Background: an optimization exercise with open tools, aiming at small area, a short achievable clock period and few clock cycles per item. Do not read the settings as production practice. Only simulation tests tie the RTL to the original design; equivalence was not proved. Power figures rest on the tool's default switching activity, not on a simulated workload.

--- flow/design.v ---
module MyDesign (input dut_run, reset_b, clk, output dut_busy,									 
		input [15:0] sram_dut_read_data,						 
		input [15:0] wmem_dut_read_data, 						 
		output [3:0] dut_sram_write_data, output dut_sram_write_enable);		 
	parameter S0 = 3'b000;
	parameter S1 = 3'b010;
	parameter S2 = 3'b100;
	parameter S3 = 3'b110;
	reg [2:0] state, next_state;
	reg next_busy, buzz;
	reg [3:0] feature_map, next_feature_map;
	reg signed [4:0] plh1, plh2, plh3, plh4, next_plh1, next_plh2, next_plh3, next_plh4;		 
	reg [8:0] in1, in2, in3, in4, next_in1, next_in2, next_in3, next_in4;				 
	reg [15:0] weight, next_weight, in, next_in;
	reg write, next_write;
	reg [11:0] w_addr, i_addr;	 
	function signed [4:0] feature;
		input [8:0] A, B;
		integer N;
		for (N=0; N<=8; N=N+1) begin
			if (N == 0) feature = 0;			 
			if ( ((A[N] == 0) && (B[N] == 0)) || ((A[N] == 1) && (B[N] == 1)) )			 
				feature = feature + 1;
			else											 
				feature = feature - 1;
		end
	endfunction
	always@(posedge clk) begin
		if (!reset_b) begin 
			state <= S0; 
			buzz <= 0; 
			i_addr <= 0;
			w_addr <= 0;
			weight <= 0;
			write <= 0;
			in <= 0;
			in1 <= 0;
			in2 <= 0;
			in3 <= 0;
			in4 <= 0;
			plh1 <= 0;
			plh2 <= 0;
			plh3 <= 0;
			plh4 <= 0;
			feature_map <= 0;
			end
		else begin 
			state <= next_state; 
			weight <= next_weight;
			in <= next_in;
			in1 <= next_in1;
			in2 <= next_in2;
			in3 <= next_in3;
			in4 <= next_in4;
			plh1 <= next_plh1;
			plh2 <= next_plh2;
			plh3 <= next_plh3;
			plh4 <= next_plh4;
			feature_map <= next_feature_map;
			write <= next_write;
			buzz <= next_busy;
			i_addr <= 0;
			w_addr <= 0;
			end
	end
	always@(*) begin
		next_state = S0;
		next_in = in;
		next_weight = weight;
		next_in1 = in1;
		next_in2 = in2;
		next_in3 = in3;
		next_in4 = in4;
		next_busy = buzz;
		next_plh1 = plh1;
		next_plh2 = plh2;
		next_plh3 = plh3;
		next_plh4 = plh4;
		next_feature_map = feature_map;
		next_write = write;
		case(state)
		S0: if (dut_run) 
				begin
				next_in = sram_dut_read_data; 
				next_weight = wmem_dut_read_data; 
				next_state = S1;
				next_busy = 1;
				next_write = 0;
				next_in1 = in1;
				next_in2 = in2;
				next_in3 = in3;
				next_in4 = in4;
				next_plh1 = plh1;
				next_plh2 = plh2;
				next_plh3 = plh3;
				next_plh4 = plh4;
				next_feature_map = feature_map;
				end
			else begin 
				next_state = S0;
				next_in = in; 
				next_weight = weight; 
				next_in1 = in1;
				next_in2 = in2;
				next_in3 = in3;
				next_in4 = in4;
				next_busy = buzz;
				next_plh1 = plh1;
				next_plh2 = plh2;
				next_plh3 = plh3;
				next_plh4 = plh4;
				next_feature_map = feature_map;
				next_write = 0;
				end
		S1: 	begin 
				next_in1 = {in[10], in[9], in[8], in[6], in[5], in[4], in[2], in[1], in[0]};
				next_in2 = {in[14], in[13], in[12], in[10], in[9], in[8], in[6], in[5], in[4]};
				next_in3 = {in[11], in[10], in[9], in[7], in[6], in[5], in[3], in[2], in[1]};
				next_in4 = {in[15], in[14], in[13], in[11], in[10], in[9], in[7], in[6], in[5]};
				next_state = S2; 
				next_busy = 1;
				next_in = in;
				next_weight = weight;
				next_plh1 = plh1;
				next_plh2 = plh2;
				next_plh3 = plh3;
				next_plh4 = plh4;
				next_feature_map = feature_map;
				next_write = write;
				end
		S2: 	begin
			next_plh1 = feature(in1, weight);
			next_plh3 = feature(in2, weight);			 
			next_plh2 = feature(in3, weight);
			next_plh4 = feature(in4, weight);
			next_state = S3;
			next_in = in;
			next_weight = weight;
			next_in1 = in1;
			next_in2 = in2;
			next_in3 = in3;
			next_in4 = in4;
			next_feature_map = feature_map;
			next_busy = dut_busy;
			next_write = write;
			end
		S3: 	begin
			if (plh4 < 0)		 
				next_feature_map[3] = 0;
			else 
				next_feature_map[3] = 1;
			if (plh3 < 0)		 
				next_feature_map[2] = 0;
			else 
				next_feature_map[2] = 1;
			if (plh2 < 0)		 
				next_feature_map[1] = 0;
			else 
				next_feature_map[1] = 1;
			if (plh1 < 0)		 
				next_feature_map[0] = 0;
			else 
				next_feature_map[0] = 1;
			next_write = 1;
			next_state = S0; 
			next_busy = 0;
			next_in = in;
			next_weight = weight;
			next_in1 = in1;
			next_in2 = in2;
			next_in3 = in3;
			next_in4 = in4;
			next_plh1 = plh1;
			next_plh2 = plh2;
			next_plh3 = plh3;
			next_plh4 = plh4;
			end
		endcase
	end
	assign dut_sram_write_enable = write;
	assign dut_sram_write_data = feature_map;
	assign dut_busy = buzz;
endmodule
--- flow/run.sh ---
#!/bin/bash
# synth_recipe.tcl (not shown) runs the flow's synth.tcl, then flattens the netlist and writes it again
# the make line also repeats each setting of config.mk as NAME=value (left out here)
make -C /OpenROAD-flow-scripts/flow DESIGN_CONFIG=/design/flow/config.mk WORK_HOME=/design/flow/orfs CLKGATE_MAP_FILE= SYNTH_SCRIPT=/design/flow/synth_recipe.tcl finish
--- flow/config.mk ---
export PLATFORM = sky130hd
export DESIGN_NAME = MyDesign
export DESIGN_NICKNAME = MyDesign
export VERILOG_FILES = /design/flow/design.v
export SDC_FILE = /design/flow/constraint.sdc
export NUM_CORES = 4
export LEC_CHECK = 0
export CAP_MARGIN = 20
export CORE_MARGIN = 2
export CORE_UTILIZATION = 40
export SLEW_MARGIN = 20
--- flow/constraint.sdc ---
create_clock -name core_clock -period 6.0 [get_ports {clk}]
set_input_delay 1.2000 -clock core_clock [delete_from_list [all_inputs] [get_ports {clk}]]
set_output_delay 1.2000 -clock core_clock [all_outputs]
set_load 0.01 [all_outputs]
==> run_results.csv <==
group,metric,value,unit
timing,tns,0,ns
grt,grt.total_usage,14.7,%
die,rows,41,
route,antenna_left,0,
clocking,h-tree-depth,2,
route,wl_per_cell,12.6,um
clocking,path_clk_slew,0.07,ns
synthesis,synthCells,566,
setup_path,cp.required,6.17,ns
power,max-vdd-ir-drop,323,uV
setup_path,crit_fanout,3,
setup_path,startpoint_type,"register",
synthesis,syn-num-nets,693,
placement,io_buffers,33,
synthesis,synthTopCellsByCount,"inv_1, ha_1, xnor2_1, nand2_1, dfxtp_1",
die,core-area,12500,um^2
synthesis,ys_warn_count,1,
flow_run,max_cap_violations,0,
grt,grt_overflow_total,0,
setup_path,crit_path_top_delay_cell,"fa_1",
timing,hold_violations,0,
clocking,insertion_delay,0.29,ns
finish,syn_to_final_growth,12.2,%
route,dr.pass1.iters,4,
outcome,status,"timing/DRC/antenna clean",
finish,layout-drive-gt1-share,5.32,%
setup_path,cpPeakStageDelay,0.51,ns
timing,fin_crit,5.65,ns
route,drcViolationCount,0,
synthesis,synth_area_leaders,"dfxtp_1, ha_1, xnor2_1, fa_1, inv_1",
synthesis,synth_top_area_share,21.0,%
placement,routabilityCongestion,0.752,
grt,antenna_found_initial,0,
grt,grt_pass1_wl,15.8,mm
min_path,hold_start,"in[6]$_SDFFE_PN0P_",
setup_path,cpMostUsedCell,"inv_1",
timing,setup_viol,0,
grt,groute.layer.met3.usage,1.87,%
timing,timing.fmax,177,MHz
synthesis,yosysTopAreaCell,"dfxtp_1",
grt,grt.busiest_layer,"met2",
synthesis,ys_types,37,
synthesis,ys_ff_latch,53,
timing,worst_pin_slew,1.03,ns
power,powerDensity,544,nW/um^2
synthesis,syn-cell-area,5060,um^2
timing,slew_headroom,31.3,%
die,die_area,13600,um^2
die,die_w,116,um
clocking,cts_buffer_depth,2,
route,finalWirelength,9.52,mm
synthesis,async_reset_ff_share,0,%
clocking,cts-root-buf,"clkbuf_16",
grt,use_met1,18.1,%
synthesis,syn-mean-instance-area,8.94,um^2
setup_path,path_class,"reg2reg",
route,avgViaCountPerCell,4.66,
synthesis,post-synth-top-count-cell,"inv_1",
route,num_vias,3520,
synthesis,yosysSeqAreaShare,21.0,%
setup_path,worstPathArrival,5.82,ns
timing,skew,0.00987,ns
setup_path,r2r-start,"in3[1]$_SDFFE_PN0N_",
finish,diodes,0,
setup_path,startpoint,"in3[1]$_SDFFE_PN0N_",
finish,fin_util,45.5,%
clocking,cts_hold_buf,0,
min_path,hp-class,"reg2reg",
route,dr.first_iter.drc_count,97,
setup_path,crit_path_end_kind,"register",
die,fp.dieH,116,um
setup_path,path_delay_family,"adder cells",
clocking,post_cts.repair.setup_buffers,0,
clocking,cts_tree,"done",
timing,rsz0062_at_grt,"false",
die,io_pins,41,
synthesis,synthFlopType,"dfxtp_1",
timing,period_share,94.2,%
grt,gr-usage-met2,27.4,%
synthesis,synth_edf_count,0,
clocking,cts_buffers,5,
clocking,cts_sinks,53,
placement,hpwl,7.79,mm
timing,slew_violations,0,
die,initial_core_util,40.6,%
grt,grt_pass1_vias,3478,
finish,nets,709,
grt,grt_max_degree,29,
setup_path,crit_buf_inv,6,
power,p_leak,0.00263,uW
## where the power goes
part	total (uW)	internal [uW]	switching (uW)	leakage, uW
Sequential	422	387	35.2	0.000434
Combinational	2370	1210	1160	0.00213
Clock	291	157	134	0.0000704
Total	3090	1750	1330	0.00263
## metrics by stage
step	instance area (um^2)	power [uW]	std cells	hold WS, ns	worst slack, ns
after floorplan	5060	2330	566	0.443	0.636
after global placement	5500	2670	747	0.453	0.296
after detailed placement	5500	2780	747	0.461	0.135
after CTS	5650	3090	755	0.471	0.115
after global routing	5680	3420	755	0.484	0.00584
final	5680	3090	755	0.466	0.351
## cells by family after synthesis
logic type,Yosys count,share of synthesized area (%)
buffers and inverters,108,8.53
XOR/XNOR,95,19.5
adder cells (fa/ha/maj),92,25.1
AND/OR/NAND/NOR,109,9.99
multiplexers,22,4.40
AO/OA/AOI/OAI,87,11.5
flip-flops,53,21.0
## state kept, by name, indices dropped and copies added, names as in the netlist
| register | cells |
|---|---|
| in | 16 |
| in4 | 9 |
| weight | 9 |
| feature_map | 4 |
| in2 | 3 |
| in3 | 3 |
| state | 2 |
| buzz | 1 |
| in1 | 1 |
| plh1 | 1 |
| plh2 | 1 |
| plh3 | 1 |
| plh4 | 1 |
| write | 1 |
## worst min-delay path: stages, from the launching register on
cell and delay (ns):
dfxtp_1 0.31, nand2_1 0.05, a21boi_0 0.06
## cell usage in the layout, fill, tap and decap left out, types with 2 or more instances in the layout
master	n
xnor3_1	7
mux2_2	2
or3_1	2
a211oi_1	3
o21ai_0	12
buf_4	3
xor2_1	17
o211a_1	3
a31o_2	2
a21oi_1	18
or2_2	3
dfxtp_1	49
nor3_1	5
a21o_1	10
dfxtp_2	4
nand3_1	2
xnor2_1	63
nand2_1	58
nor2_1	10
clkdlybuf4s50_1	33
o21a_1	9
inv_1	81
a21boi_0	26
fa_1	16
xnor2_2	7
ha_1	76
mux2i_1	20
nor2b_1	20
and2_1	6
clkbuf_16	5
## layer usage
layer	vias to the layer above	part of all wire (%)	wire length [um]
met5	-	0	0
met4	0	0.95	90
met3	5	2.4	228
met2	34	51	4850
met1	1641	46	4350
li1	1840	-	-
## path summary, 6_finish.rpt
path	to	slack [ns]	cells after the start
min reg2reg	in[6]$_SDFFE_PN0P_	0.47	2
max	plh2[4]$_SDFFE_PN0N_	0.35	25
max reg2reg	plh2[4]$_SDFFE_PN0N_	0.35	25
min	in[6]$_SDFFE_PN0P_	0.47	2
## timing repair
action | in CTS | in global routing
endpoints found under the setup margin | 0 | 4
resized for setup | 0 | 7
endpoints found under the hold margin | 0 | 0
## area by class of cell
class / instances / area (um^2)
Inverter: 81 / 304
Clock inverter: 3 / 25.0
Sequential cell: 53 / 1070
Tap cell: 172 / 215
Clock buffer: 5 / 125
Fill cell: 1229 / 6790
Multi-Input combinational cell: 405 / 3590
Timing Repair Buffer: 36 / 353
Testbench counts, summed over its fixed seeds: cycles 8,200, items 2,048.

-- static timing again, ports no longer ideal --
Ports are ideal in the flow. The routed layout listed here was re-timed in OpenROAD.
Step 1, drivers: a clkbuf_16 drives clk and a buf_2 each remaining input, both assumed.
Step 2 moves the port delays by t, midway between the first and last clock arrival at a register: inputs arrive t later, outputs are due t later. That takes back most of the time a late clock gives input paths.
a / b / c = no drivers / after step 1 / after step 2; a / b = the first two.
shift t [ns]: 0.322
setup WS [ns]: 0.351 / 0.351 / 0.351
worst data-port slew with drivers (ns): 0.05
After both steps this run still meets setup and hold. For this run, drivers alone change the setup slack by 0.000 ns; drivers and shift together by 0.000 ns.
